What follows belongs to an exercise in optimizing a design on an open flow for a short achievable clock period; a production flow would make more cautious choices.
No functional check of the RTL was part of this run.
Power is estimated from default activity; no workload was simulated.

===== run.sh =====
#!/bin/bash
# synth_recipe.tcl (not shown) runs the flow's synth.tcl, then flattens the netlist and writes it again
# the make line also repeats each setting of config.mk as NAME=value (left out here)
make -C /OpenROAD-flow-scripts/flow DESIGN_CONFIG=/design/flow/config.mk WORK_HOME=/design/flow/orfs CLKGATE_MAP_FILE= SYNTH_SCRIPT=/design/flow/synth_recipe.tcl finish

===== config.mk =====
export PLATFORM = sky130hd
export DESIGN_NAME = la_1_32_sync_ft245
export DESIGN_NICKNAME = la_1_32_sync_ft245
export VERILOG_FILES = /design/flow/design.v
export SDC_FILE = /design/flow/constraint.sdc
export NUM_CORES = 4
export LEC_CHECK = 0
export CAP_MARGIN = 20
export CORE_MARGIN = 2
export CORE_UTILIZATION = 40
export SLEW_MARGIN = 20

===== constraint.sdc =====
create_clock -name core_clock -period 4.0 [get_ports {clk}]
set_input_delay 0.8000 -clock core_clock [delete_from_list [all_inputs] [get_ports {clk}]]
set_output_delay 0.8000 -clock core_clock [all_outputs]
set_load 0.01 [all_outputs]

===== design.v =====
module FIFO
  #(
    parameter ADDR_W=5,      
    parameter DATA_W=8,      
    parameter DEPTH=32)      
   (
    input               clk,     
    input               rst,     
    input               we,      
    input               re,      
    input  [DATA_W-1:0] datai,   
    output [DATA_W-1:0] datao,   
    output              full,    
    output              avail,   
    output              empty,   
    output [ADDR_W:0]   used);   
localparam [ADDR_W-1:0] ADDR_LIMIT=DEPTH-1;
reg  [ADDR_W-1:0] addr_re;  
reg  [ADDR_W-1:0] addr_wr;  
reg  [ADDR_W:0]   diff;       
wire avail_now;
reg  avail_ff;
reg [DATA_W-1:0] ram[DEPTH-1:0];
reg [ADDR_W-1:0] read_addr_r;
always @(posedge clk)
begin : the_ram
  if (we)
     ram[addr_wr] <= datai;
  read_addr_r <= addr_re;
end  
assign datao=ram[read_addr_r];
always @(posedge clk or posedge rst)
begin : avail_ff_proc
   if (rst)
      avail_ff <= 1'b0;
   else
      avail_ff <= avail_now;
end  
assign avail_now=diff!=0;
assign avail=avail_now & avail_ff;
assign full=diff==DEPTH;
assign used=diff;
always @(posedge clk or posedge rst)
begin : FIFO_work
  if (rst)
     begin
     addr_wr <= 0;
     addr_re <= 0;
     diff    <= 0;
     end
  else
     begin
     if (we)  
        begin
        if (addr_wr==ADDR_LIMIT)
           addr_wr <= 0;
        else
           addr_wr <= addr_wr+1;
        diff <= diff+1;
        end
     if (re)  
        begin
        if (addr_re==ADDR_LIMIT)
           addr_re <= 0;
        else
           addr_re <= addr_re+1;
        diff <= diff-1;
        end
     if (re && we)
        diff <= diff;
     end
end  
assign empty=~avail_now;
endmodule  
module LA_1_Base
  #(
    parameter N_CH=8,
    parameter N_FIFO=9,
    parameter N_TX=10,
    parameter C_TX=1000,
    parameter CLK_DIV=1,
    parameter F_CLK=60)
   (
    input             clk_i,
    input             rst_i,
    output [N_CH-1:0] tx_data_o, 
    output            tx_wr_o,
    input             tx_full_i,     
    input             tx_ft_full_i,  
    input             rx_rd_i,
    input [7:0]       rx_data_i,
    input [N_CH-1:0]  chn_i,
    output            wr_o,
    output [3:0]      dbg_o);
reg             start_r;
reg             start_acq_r;
reg             was_full;
wire            next_data;
wire            tx_wr;
wire [N_CH-1:0] acq_data;
reg  [N_CH-1:0] acq_data_r;
reg  [N_CH-1:0] trg_mask;
reg  [N_CH-1:0] trg_value;
reg  [N_CH-1:0] trg_edge;
wire [N_CH-1:0] acq_edge;
wire            trigger;
reg  [1:0]      cnt_rx;
reg  [N_TX-1:0] cnt_tx;
wire [1:0]      cnt_tx_sel;
reg  [7:0]      cnt_cdiv;
reg             cfg_src_r;  
wire [N_CH-1:0] cfg_data;  
assign tx_data_o=cfg_src_r ? cfg_data : acq_data_r;
assign acq_data=chn_i;
generate
if (N_CH==8)
   begin : cfg_8
   assign cnt_tx_sel=cnt_tx[1:0];
   assign cfg_data=cnt_tx_sel==2'd0 ? 8'h08 : (   
                   cnt_tx_sel==2'd1 ? N_FIFO[7:0] : (  
                   cnt_tx_sel==2'd2 ? CLK_DIV[7:0] : ( 
                                      F_CLK[7:0])));   
   end  
else if (N_CH==16)
   begin : cfg_16
   assign cfg_data=cnt_tx[0]==1'b0 ? {N_FIFO[7:0], 8'h10} :       
                                     {F_CLK[7:0], CLK_DIV[7:0]};  
   end  
else if (N_CH==32)
   begin : cfg_32
   assign cfg_data={F_CLK[7:0], CLK_DIV[7:0], N_FIFO[7:0], 8'h20};
   end  
endgenerate
assign tx_wr=!tx_full_i && (start_acq_r || (start_r && trigger)) && cnt_cdiv==0;
assign tx_wr_o=tx_wr;
assign next_data=!tx_full_i && start_r && cnt_cdiv==0 && !cfg_src_r;
assign wr_o=next_data;
always @(posedge clk_i)
begin : do_clk_div
  if (rst_i || (rx_rd_i && rx_data_i[0]))
     cnt_cdiv <= 0;
  else
     begin
     cnt_cdiv <= cnt_cdiv+1;
     if (cnt_cdiv==CLK_DIV-1)
        cnt_cdiv <= 0;
     end
end  
always @(posedge clk_i)
begin : do_regs
  if (rst_i)
     begin
     start_r     <= 1'b0;
     start_acq_r <= 1'b0;
     cfg_src_r   <= 1'b0;
     was_full    <= 1'b0;
     cnt_tx      <= {N_TX{1'b0}};
     cnt_rx      <= 2'b0;
     trg_mask    <= 8'b0;
     trg_value   <= 8'b0;
     trg_edge    <= 8'b0;
     end
  else
     begin
     if (tx_ft_full_i && start_r)
         was_full <= 1'b1;
     if (start_r && (trigger || cfg_src_r))
        start_acq_r <= 1'b1;
     if (tx_wr)
        begin
        cnt_tx <= cnt_tx+1;
        if (cnt_tx==C_TX-1 ||
           (cfg_src_r && cnt_tx[1:0]==2'b11 && N_CH==8)  ||
           (cfg_src_r && cnt_tx[0:0]==1'b1  && N_CH==16) ||
           (cfg_src_r && N_CH==32))
           begin
           start_r     <= 1'b0;
           start_acq_r <= 1'b0;
           end
        end
     if (rx_rd_i)
        begin
        cnt_rx <= cnt_rx+1;
        case (cnt_rx)
             2'd0: trg_mask  <= rx_data_i;
             2'd1: trg_value <= rx_data_i;
             2'd2: trg_edge  <= rx_data_i;
             2'd3:
                begin
                start_r   <= rx_data_i[0];
                cfg_src_r <= rx_data_i[1];
                if (!start_r && rx_data_i[0])
                   begin
                   was_full <= 1'b0;
                   cnt_tx <= {N_TX{1'b0}};
                   if (trg_mask==8'b0)
                      start_acq_r <= 1'b1;
                   end
                if (!rx_data_i[0])
                   start_acq_r <= 1'b0;
                end
        endcase
        end
     if (!rx_rd_i)
        cnt_rx <= 2'b0;
     end
end  
assign dbg_o=4'b0;
always @(posedge clk_i)
begin : do_acq_data_r
  if (rst_i)
     acq_data_r <= {N_CH{1'b0}};
  else if (next_data)
     acq_data_r <= acq_data;
end  
assign acq_edge=(acq_data_r ^ acq_data) &&
                trg_edge;  
assign trigger=trg_mask==8'b0 ||  
               ((trg_value ~^ acq_data_r) &  
                (trg_edge  ~^ acq_edge) &    
                 trg_mask)==trg_mask;  
endmodule  
module Reducer_32_8
   (
    input         clk,
    input         rst,
    input  [31:0] in_d,
    input         in_wr,
    input         out_empty,
    output        in_full,
    output [7:0]  out_d,
    output        out_wr);
localparam N_IN=32;
localparam N_OUT=8;
localparam integer STEPS=N_IN/N_OUT;
localparam integer CNT_BITS=$clog2(STEPS);
reg busy_r;
reg [CNT_BITS-1:0] cnt_r;
reg [N_IN-1:0] in_d_r;
wire last;
wire in_full_aux;
always @(posedge clk)
begin : do_fsm
  if (rst)
     begin
     cnt_r  <= 0;
     busy_r <= 0;
     end
  else  
     begin
     if (busy_r && out_empty)
        begin
        if (last)
           begin
           busy_r <= 0;
           cnt_r  <= 0;
           end
        else
           cnt_r  <= cnt_r+1;
        end
     if (in_wr)
        begin
        in_d_r <= in_d;
        busy_r <= 1;
        cnt_r  <= 0;
        end
     end
end  
assign last=cnt_r==STEPS-1 && out_empty;
assign in_full_aux=busy_r && !last;
assign out_wr=out_empty && busy_r;
assign in_full=in_full_aux;
integer i;
reg [N_OUT-1:0] out_d_aux;
always @ (*)
begin : do_mux
  for (i=0; i<N_OUT; i=i+1)
      out_d_aux[i]=in_d_r[cnt_r*N_OUT+i];
end  
assign out_d=out_d_aux;
endmodule  
module ft245_sync_if
  #(
    parameter DEBUG=0,             
    parameter EXTRA_READ_GUARD=0,  
    parameter FAST_WRITE_OLD=0,    
    parameter USE_STATE_RESET=0)   
   (
    input  [7:0] adbus_i,
    output [7:0] adbus_o,
    output adbus_oe,
    input  rxf_n_i,
    input  txe_n_i,
    output rd_n_o,
    output wr_n_o,
    input  clk_i,
    output oe_n_o,
    output siwu_o, 
    input rst_i, 
    input [7:0] tx_data_i, 
    input tx_empty_i, 
    output tx_read_o, 
    output [7:0] rx_data_o, 
    output rx_valid_o, 
    input rx_full_i);
localparam  
  ST_RESET=0,
  ST_IDLE=1,
  ST_WAIT_READ1=2,
  ST_WAIT_READ2=3,
  ST_READ=4,
  ST_READ_OLD=5,
  ST_AFTER_READ1=6,
  ST_AFTER_READ2=7,
  ST_WRITE=8,
  ST_WRITE_OLD=9;
reg  [3:0] state_r;
reg  [3:0] next_state;  
wire ft_oe;
wire ft_wr;
wire ft_rd;
reg  ft_txe_r;
reg  ft_rxf_r;
reg  [7:0] rx_data_old_0;
reg  [7:0] rx_data_old_1;
reg  [1:0] rx_valid_old;
reg  [7:0] rx_data_r;
wire oe;
wire rx_valid;
wire ft_read_ok;
wire fpga_read_ok;
reg  [1:0] ft_rd_old;
wire rx_pending;
reg  [7:0] tx_data_old_0;
reg  [7:0] tx_data_old_1;
reg  [7:0] tx_data_old_2;
reg  [2:0] tx_valid_old;
reg  [1:0] ft_wr_old;
reg  write_failed;
reg  [1:0] old_counter;
wire tx_read_int;
reg  tx_read_old;
reg  [7:0] tx_data_r;
reg rd_n;
reg wr_n;
reg oe_n;
assign rd_n_o=rd_n;
assign wr_n_o=wr_n;
assign oe_n_o=oe_n;
assign siwu_o=1'b1;
assign adbus_o=tx_data_r;
assign adbus_oe=oe;
wire [7:0] adbus_io=oe ? tx_data_r : adbus_i;
always @(posedge clk_i or posedge rst_i)
begin : in_sync
  if (rst_i)
     begin
     rx_data_r <= 8'b0;
     ft_txe_r  <= 1'b0;
     ft_rxf_r  <= 1'b0;
     end
  else
     begin
     rx_data_r <= adbus_io;
     ft_txe_r  <= ~txe_n_i;
     ft_rxf_r  <= ~rxf_n_i;
     end
end  
always @(posedge clk_i or posedge rst_i)
begin : out_sync
  if (rst_i)
     begin
     tx_data_r <= 8'b0;
     rd_n      <= 1'b1;
     wr_n      <= 1'b1;
     oe_n      <= 1'b1;
     end
  else
     begin
     rd_n    <= ~ft_rd;
     wr_n    <= ~ft_wr;
     oe_n    <= ~ft_oe;
     if (state_r==ST_WRITE_OLD)
        tx_data_r <= tx_data_old_2;
     else
        tx_data_r <= tx_data_i;
     end
end  
always @(posedge clk_i or posedge rst_i)
begin : state_machine
  if (rst_i)
     begin
     if (USE_STATE_RESET)
        state_r <= ST_RESET;
     else
        state_r <= ST_IDLE;
     end
  else
     state_r <= next_state;
end  
always @*
begin : state_machine_next
  next_state <= state_r;
  case (state_r)
       ST_RESET: next_state <= ST_IDLE;
       ST_IDLE:
         begin
         if (ft_txe_r)
            begin
            if (write_failed)
               next_state <= ST_WRITE_OLD;
            else if (!tx_empty_i)
               next_state <= ST_WRITE;
            end
         if (!rx_full_i)
            begin
            if (rx_pending)
               next_state <= ST_READ_OLD;
            else if (ft_rxf_r)
               next_state <= ST_WAIT_READ1;
            end
         end  
       ST_WAIT_READ1:
         next_state <= ST_WAIT_READ2;
       ST_WAIT_READ2:
         next_state <= ST_READ;
       ST_READ:
         if (!ft_rxf_r || rx_full_i)
            next_state <= ST_AFTER_READ1;
       ST_AFTER_READ1:
         if (EXTRA_READ_GUARD)
            next_state <= ST_AFTER_READ2;
         else
            next_state <= ST_IDLE;
       ST_AFTER_READ2: next_state <= ST_IDLE;
       ST_WRITE:
         if (!ft_txe_r || tx_empty_i)
            next_state <= ST_IDLE;
       ST_WRITE_OLD:
         if (old_counter==2)
            begin
            next_state <= ST_IDLE;
            if (FAST_WRITE_OLD && ft_txe_r && !tx_empty_i)
               next_state <= ST_WRITE;
            end
       ST_READ_OLD:
         if (!rx_pending || rx_full_i)
            next_state <= ST_IDLE;
  endcase
end  
assign ft_oe=state_r==ST_WAIT_READ1 || state_r==ST_WAIT_READ2 || state_r==ST_READ;
assign oe=~(state_r==ST_WAIT_READ1  || state_r==ST_WAIT_READ2 || state_r==ST_READ ||
            state_r==ST_AFTER_READ1 || state_r==ST_AFTER_READ2);
assign ft_rd=state_r==ST_WAIT_READ2 || state_r==ST_READ ? ~rx_full_i : 1'b0;
always @(posedge clk_i or posedge rst_i)
begin : old_rx
  if (rst_i)
     ft_rd_old <= 2'b0;
  else
     ft_rd_old <= { ft_rd_old[0], ft_rd };
end  
assign ft_read_ok=ft_rd_old[1] & ft_rxf_r;
always @(posedge clk_i or posedge rst_i)
begin : do_rx_pipe
  if (rst_i)
     begin
     {rx_data_old_1, rx_data_old_0} <= {2{8'b0}};
     rx_valid_old   <= {2{1'b0}};
     end
  else
     if ((ft_read_ok && !fpga_read_ok) ||  
         (state_r==ST_READ_OLD && !rx_full_i))  
        begin
        {rx_data_old_1, rx_data_old_0} <= { rx_data_old_0, rx_data_r };
        rx_valid_old   <= { rx_valid_old[0], ft_read_ok };
        end
end  
assign rx_pending=rx_valid_old!=0;
assign rx_valid= state_r==ST_READ ? ft_read_ok :   
                (state_r==ST_READ_OLD ? rx_valid_old[1] : 1'b0);  
assign fpga_read_ok=rx_valid & ~rx_full_i;
assign rx_valid_o=fpga_read_ok;
assign rx_data_o=state_r==ST_READ_OLD ? rx_data_old_1 : rx_data_r;
assign tx_read_int=next_state==ST_WRITE ? ft_txe_r : 1'b0;
assign tx_read_o=tx_read_int;
always @(posedge clk_i or posedge rst_i)
begin : old_tx
  if (rst_i)
     ft_wr_old <= 2'b0;
  else
     ft_wr_old <= { ft_wr_old[0], ft_wr };
end  
always @(posedge clk_i or posedge rst_i)
begin : tx_read_old_proc
  if (rst_i)
     tx_read_old <= 1'b0;
  else
     tx_read_old <= tx_read_int;
end  
always @(posedge clk_i or posedge rst_i)
begin : do_tx_fifo
  if (rst_i)
     begin
     {tx_data_old_2, tx_data_old_1, tx_data_old_0} <= {2{8'b0}};
     tx_valid_old   <= {2{1'b0}};
     old_counter    <= 2'b0;
     write_failed   <= 1'b0;
     end
  else
     begin
     if (!write_failed)
        begin
        {tx_data_old_2, tx_data_old_1, tx_data_old_0} <= { tx_data_old_1, tx_data_old_0, tx_data_i };
        tx_valid_old   <= { tx_valid_old[1:0], tx_read_old };
        end
     if (ft_wr_old[1] && !ft_txe_r)
        write_failed <= 1'b1;
     if (tx_read_old && !ft_txe_r)
        write_failed <= 1'b1;
     if (state_r==ST_WRITE_OLD)
        begin
        old_counter  <= old_counter+1;
        tx_valid_old <= { tx_valid_old[1:0], 1'b0 };
        {tx_data_old_2, tx_data_old_1, tx_data_old_0} <= { tx_data_old_1, tx_data_old_0, 8'b0 };
        if (old_counter==2)
           begin
           old_counter  <= 2'b0;
           write_failed <= 1'b0;
           end
        end  
     end  
end  
assign ft_wr= state_r==ST_WRITE     ? ft_txe_r :
             (state_r==ST_WRITE_OLD ? tx_valid_old[2] : 0);
endmodule  
module la_1_32_sync_ft245
   (
    input         clk,
    input         rst,
    input  [7:0]  ft_data_i,
    output [7:0]  ft_data_o,
    output        ft_data_oe,
    input         ft_rxf_n,
    input         ft_txe_n,
    output        ft_rd_n,
    output        ft_wr_n,
    output        ft_oe_n,
    output        ft_siwu,
    input  [31:0] chn,
    output        wr,
    output [3:0]  dbg);
localparam CLK_DIV=2;
localparam N_FIFO=7;    
localparam N_TX=8;
localparam C_TX=250;
localparam F_CLK=60;
wire [31:0] la_tx_data;
wire        la_tx_wr;
wire        red_in_full;
wire [7:0]  red_out_d;
wire        red_out_wr;
wire [7:0]  fifo_datao;
wire        fifo_full;
wire        fifo_avail;
wire        fifo_empty;
wire [N_FIFO:0] fifo_used;
wire        ft_tx_read;
wire [7:0]  ft_rx_data;
wire        ft_rx_valid;
LA_1_Base
  #(.N_CH(32), .N_FIFO(N_FIFO), .N_TX(N_TX), .C_TX(C_TX), .CLK_DIV(CLK_DIV),
    .F_CLK(F_CLK))
  la
   (.clk_i(clk), .rst_i(rst),
    .tx_data_o(la_tx_data), .tx_wr_o(la_tx_wr), .tx_full_i(red_in_full),
    .tx_ft_full_i(fifo_full),
    .rx_rd_i(ft_rx_valid), .rx_data_i(ft_rx_data),
    .chn_i(chn), .wr_o(wr), .dbg_o(dbg));
Reducer_32_8 red
   (.clk(clk), .rst(rst),
    .in_d(la_tx_data), .in_wr(la_tx_wr), .out_empty(~fifo_full),
    .in_full(red_in_full), .out_d(red_out_d), .out_wr(red_out_wr));
FIFO #(.ADDR_W(N_FIFO), .DATA_W(8), .DEPTH(2**N_FIFO)) fifo
   (.clk(clk), .rst(rst), .we(red_out_wr), .re(ft_tx_read),
    .datai(red_out_d), .datao(fifo_datao), .full(fifo_full),
    .avail(fifo_avail), .empty(fifo_empty), .used(fifo_used));
ft245_sync_if ft
   (.adbus_i(ft_data_i), .adbus_o(ft_data_o), .adbus_oe(ft_data_oe),
    .rxf_n_i(ft_rxf_n), .txe_n_i(ft_txe_n), .rd_n_o(ft_rd_n),
    .wr_n_o(ft_wr_n), .clk_i(clk), .oe_n_o(ft_oe_n), .siwu_o(ft_siwu),
    .rst_i(rst),
    .tx_data_i(fifo_datao), .tx_empty_i(fifo_empty), .tx_read_o(ft_tx_read),
    .rx_data_o(ft_rx_data), .rx_valid_o(ft_rx_valid), .rx_full_i(1'b0));
endmodule  

==> notes.md <==
-- Yosys cell counts, types with 42 or more instances --
cell / instances
edfxtp_1: 1056
xor2_1: 54
dfrtp_1: 96
mux2i_1: 126
mux4_2: 234
clkbuf_1: 64
nand2_1: 84
dfxtp_1: 87
nor2_1: 252
nand3_1: 51
buf_2: 42
o21ai_0: 43
nor2b_1: 48
a211oi_1: 43
mux2_2: 68
a22oi_1: 45
-- metrics by stage --
| stage | setup slack (ps) | hold WS [ps] |
|---|---|---|
| global placement | 401 | 336 |
| CTS | 167 | 264 |
| global route | 7.94 | 319 |
| floorplan | 222 | 331 |
| detailed placement | 197 | 343 |
| finish | 208 | 303 |
-- where the power goes --
part,internal [W],switching (W)
clock network,0.00665,0.00478
logic,0.00283,0.00271
registers,0.0143,0.000494
-- per-layer routing --
| layer | vias to the layer above | wire, um | global-route usage |
|---|---|---|---|
| met5 | - | 0 | 0 |
| met2 | 768 | 55000 | 0.290 |
| met1 | 13200 | 48800 | 0.250 |
| li1 | 11100 | - | - |
| met3 | 162 | 6560 | 0.0279 |
| met4 | 0 | 2980 | 0.0565 |
-- worst reg2reg max path: cells and delay by family, from the launching register on --
family                   cells  cell delay (ps)
AND/OR/NAND/NOR              4              840
buffers and inverters        1              190
flip-flops                   1              680
adder cells (fa/ha/maj)      1              250
XOR/XNOR                     1              160
AO/OA/AOI/OAI                7             1480
-- worst paths after layout --
| check | cells after the start | slack [ps] | end | from |
|---|---|---|---|---|
| max in group asynchronous | 3 | 2880 | ft.wr_n | rst |
| max reg2reg | 14 | 330 | fifo.diff[7] | ft.state_r[0] |
| max | 5 | 210 | wr | la.cnt_cdiv[3] |
| min | 2 | 300 | ft.rx_data_old_1[5] | rst |
| min in group core_clock | 0 | 350 | ft.ft_rd_old[1] | ft.ft_rd_old[0] |
| min reg2reg | 0 | 350 | ft.ft_rd_old[1] | ft.ft_rd_old[0] |
-- state kept, by name, indices dropped and copies added (netlist names), 3 cells and up, named ones only --
register,flops
fifo.addr_re,7
fifo.addr_wr,7
fifo.diff,8
fifo.ram,1024
ft.rx_data_old_0,8
ft.rx_data_old_1,8
ft.rx_data_r,8
ft.state_r,4
ft.tx_data_old_0,8
ft.tx_data_old_1,8
ft.tx_data_old_2,8
ft.tx_data_r,8
ft.tx_valid_old,3
la.acq_data_r,32
la.cnt_cdiv,8
la.cnt_tx,8
la.trg_edge,8
la.trg_mask,8
la.trg_value,8
red.in_d_r,32
-- layout make-up --
type	instances	area (um2)	area share
Timing Repair Buffer	142	1400	0.0250
Clock inverter	69	719	0.0128
Multi-Input combinational cell	1333	12700	0.226
Sequential cell	1243	36000	0.640
Inverter	21	86.3	0.00154
Clock buffer	156	3270	0.0582
Tap cell	1637	2050	0.0365
-- kinds of logic after synthesis --
logic type,after synthesis,synth area share
AO/OA/AOI/OAI,264,0.0368
flip-flops,1243,0.726
XOR/XNOR,64,0.0117
multiplexers,440,0.150
buffers and inverters,173,0.0189
other,2,0.000152
adder cells (fa/ha/maj),19,0.00495
AND/OR/NAND/NOR,541,0.0507
-- repair_timing --
| action | in CTS | in global routing |
|---|---|---|
| hold endpoints to repair | 0 | 0 |
| resized for setup | 0 | 5 |
| endpoints found under the setup margin | 0 | 1 |
==> results by group <==
Status
  • Outcome: timing/DRC/antenna clean

Die
  • Boundary pin count: 62
  • Height of the die: 356 um
  • Row cnt: about 130
  • Width of the die: between 300 and 400 um
  • Core outline area: about 0.12 mm2
  • Starting density of the core: 0.401
  • DIE AREA: 0.127 mm2

Power
  • Lkg Pwr: 18.3 nW
  • Power density cells: 566 mW/mm2
  • IR Drop Worst-Case VDD: 0.000399 V
  • Final Power: 0.0318 W

Global route
  • Grt ovf: 0
  • Antenna violations before repair: 1
  • Aggregate global-route resource usage: 0.179
  • Via count of the first global-routing pass: 26300
  • First-pass GRT wire length: 171000 um
  • Largest net degree at the start of global routing: between 90 and 100

Placed design
  • Detailed-placement wirelength estimate: 70800 um
  • Number of port buffers: 56
  • Placement-stage cell area: between 0.05 and 0.06 mm2
  • Final RePlAce weighted congestion: 0.845
  • Placed instance count: 4375

Yosys
  • Largest cells by area after synthesis: edfxtp_1, mux4_2, dfrtp_1
  • Synthesized area divided by synthesized cell count: 18.0 um2
  • Synthesized area: 0.0495 mm2
  • Number of library cell types mapped by synthesis: 74
  • Post-synth top flop: edfxtp_1
  • Synthesized instance count: between 2000 and 3000
  • Synthesized flop and latch total: roughly 1200
  • EDFF count, synth: about 1100
  • Area share of the largest cell type after synthesis: 0.641
  • Yosys warns: 4
  • Sequential element share of the synthesized area: 0.726
  • Ys async rst share: 0.0805
  • Library cell with the largest summed area after synthesis: edfxtp_1

Timing
  • Max Freq: between 200 and 300 MHz
  • Final period demand of the worst path: 3790 ps
  • Number of setup violations in the final report: 0
  • Final worst path period share: 0.948
  • Relative slew margins: 0.262
  • Final number of hold-violating endpoints: 0
  • Max-slew violations: 0
  • RSZ-0062 raised after global routing: no
  • Transition at the pin with the smallest max-transition slack: approximately 1100 ps
  • Worst clock skew on the final layout: 24.1 ps
  • Sum of negative setup slack: 0 ps

Detailed routing
  • TritonRoute pass-1 iters: 5
  • Post-route ant nets: 0
  • Iteration-0 DRC count of the detailed router: 2432
  • Detailed-route wire length: 113000 um
  • Routed length per placed instance: 24.6 um
  • Total via count after detailed routing: approximately 25000
  • Drt drc: 0
  • Vias per cell: approximately 5.5

Hold path
  • Worst min-delay path class: primary input to async pin

Critical path
  • Launching element type of the critical path: flop
  • Delay of the slowest cell on the worst path: 570 ps
  • Bufs and invs on worst path: 1
  • Cell breakdown of the critical path: or4_1 -> nor3_1 -> and3_1 -> and3b_2 -> clkdlybuf4s50_1
  • Maximum fanout along the worst path: 4
  • Kind of cell adding the most delay to the critical path: simple AND/OR/NAND/NOR gates
  • CP Data Required Time: 3200 ps
  • Worst setup path class: flop to output port
  • Worst EP arrival: 2990 ps
  • Slowest stage cell, crit path: clkdlybuf4s50_1
  • Category of the worst setup path capture point: output port

CTS
  • Worst-skew pair later-pin latency: 700 ps
  • Sink Count: 1243
  • H-Tree Depth: 3
  • Clock-pin slew of the registers on the worst-case setup and hold paths: 60 ps
  • # Post-CTS Setup Buffers: 0
  • TritonCTS clock tree: built
  • Clock root buffer master: clkbuf_16
  • CTS Hold Buffers Added: 0
  • Clock buffer depth: 3
  • Clock buffer count from CTS: 121

Finish
  • Filler Cell Count: 10400
  • Fraction of layout instances using a drive strength above 1: 0.208
  • Finished layout cell area: 0.0562 mm2
  • Count of inserted antenna diode cells: 0
  • Number of standard cells in the final layout excluding fillers: 4601
  • Final net count: 2925
  • Most used cells in the layout excluding fill and tap cells: edfxtp_1, nor2_1, mux4_2, mux2i_1, clkbuf_16
  • Synth-to-layout area growth: 13.5%
  • Final core area utilization: 0.456
  • Most common cell after layout, fill and taps aside: edfxtp_1

Run
  • Number of maximum-capacitance violations: 0

[afterwards: timing with drivers on the ports]
The flow's constraints put no driver on any port. The routed layout listed below was extracted and timed again, unchanged, in two steps.
Step 1, drivers: a clkbuf_16 drives clk and a buf_2 each remaining input, both assumed.
Step 2 adds t to the input delays and takes it off the output delays; t is the mean of the earliest and latest rising clock arrival at the registers after step 1. Input paths then give back, and output paths get back, about the clock's delay inside the block.
Three values: ideal, step 1, step 2; two values: the first two.
t (ns): 0.763
setup slack, ns: 0.208 / 0.134 / 0.334
latest minus earliest clock arrival (ns): 0.032 / 0.032
worst data-port slew with drivers (ns): 0.04
pins driven straight from the clock port: 1
After both steps setup and hold are still met in this run. For this run, drivers alone change the setup slack by -0.074 ns; drivers and shift together by +0.126 ns.
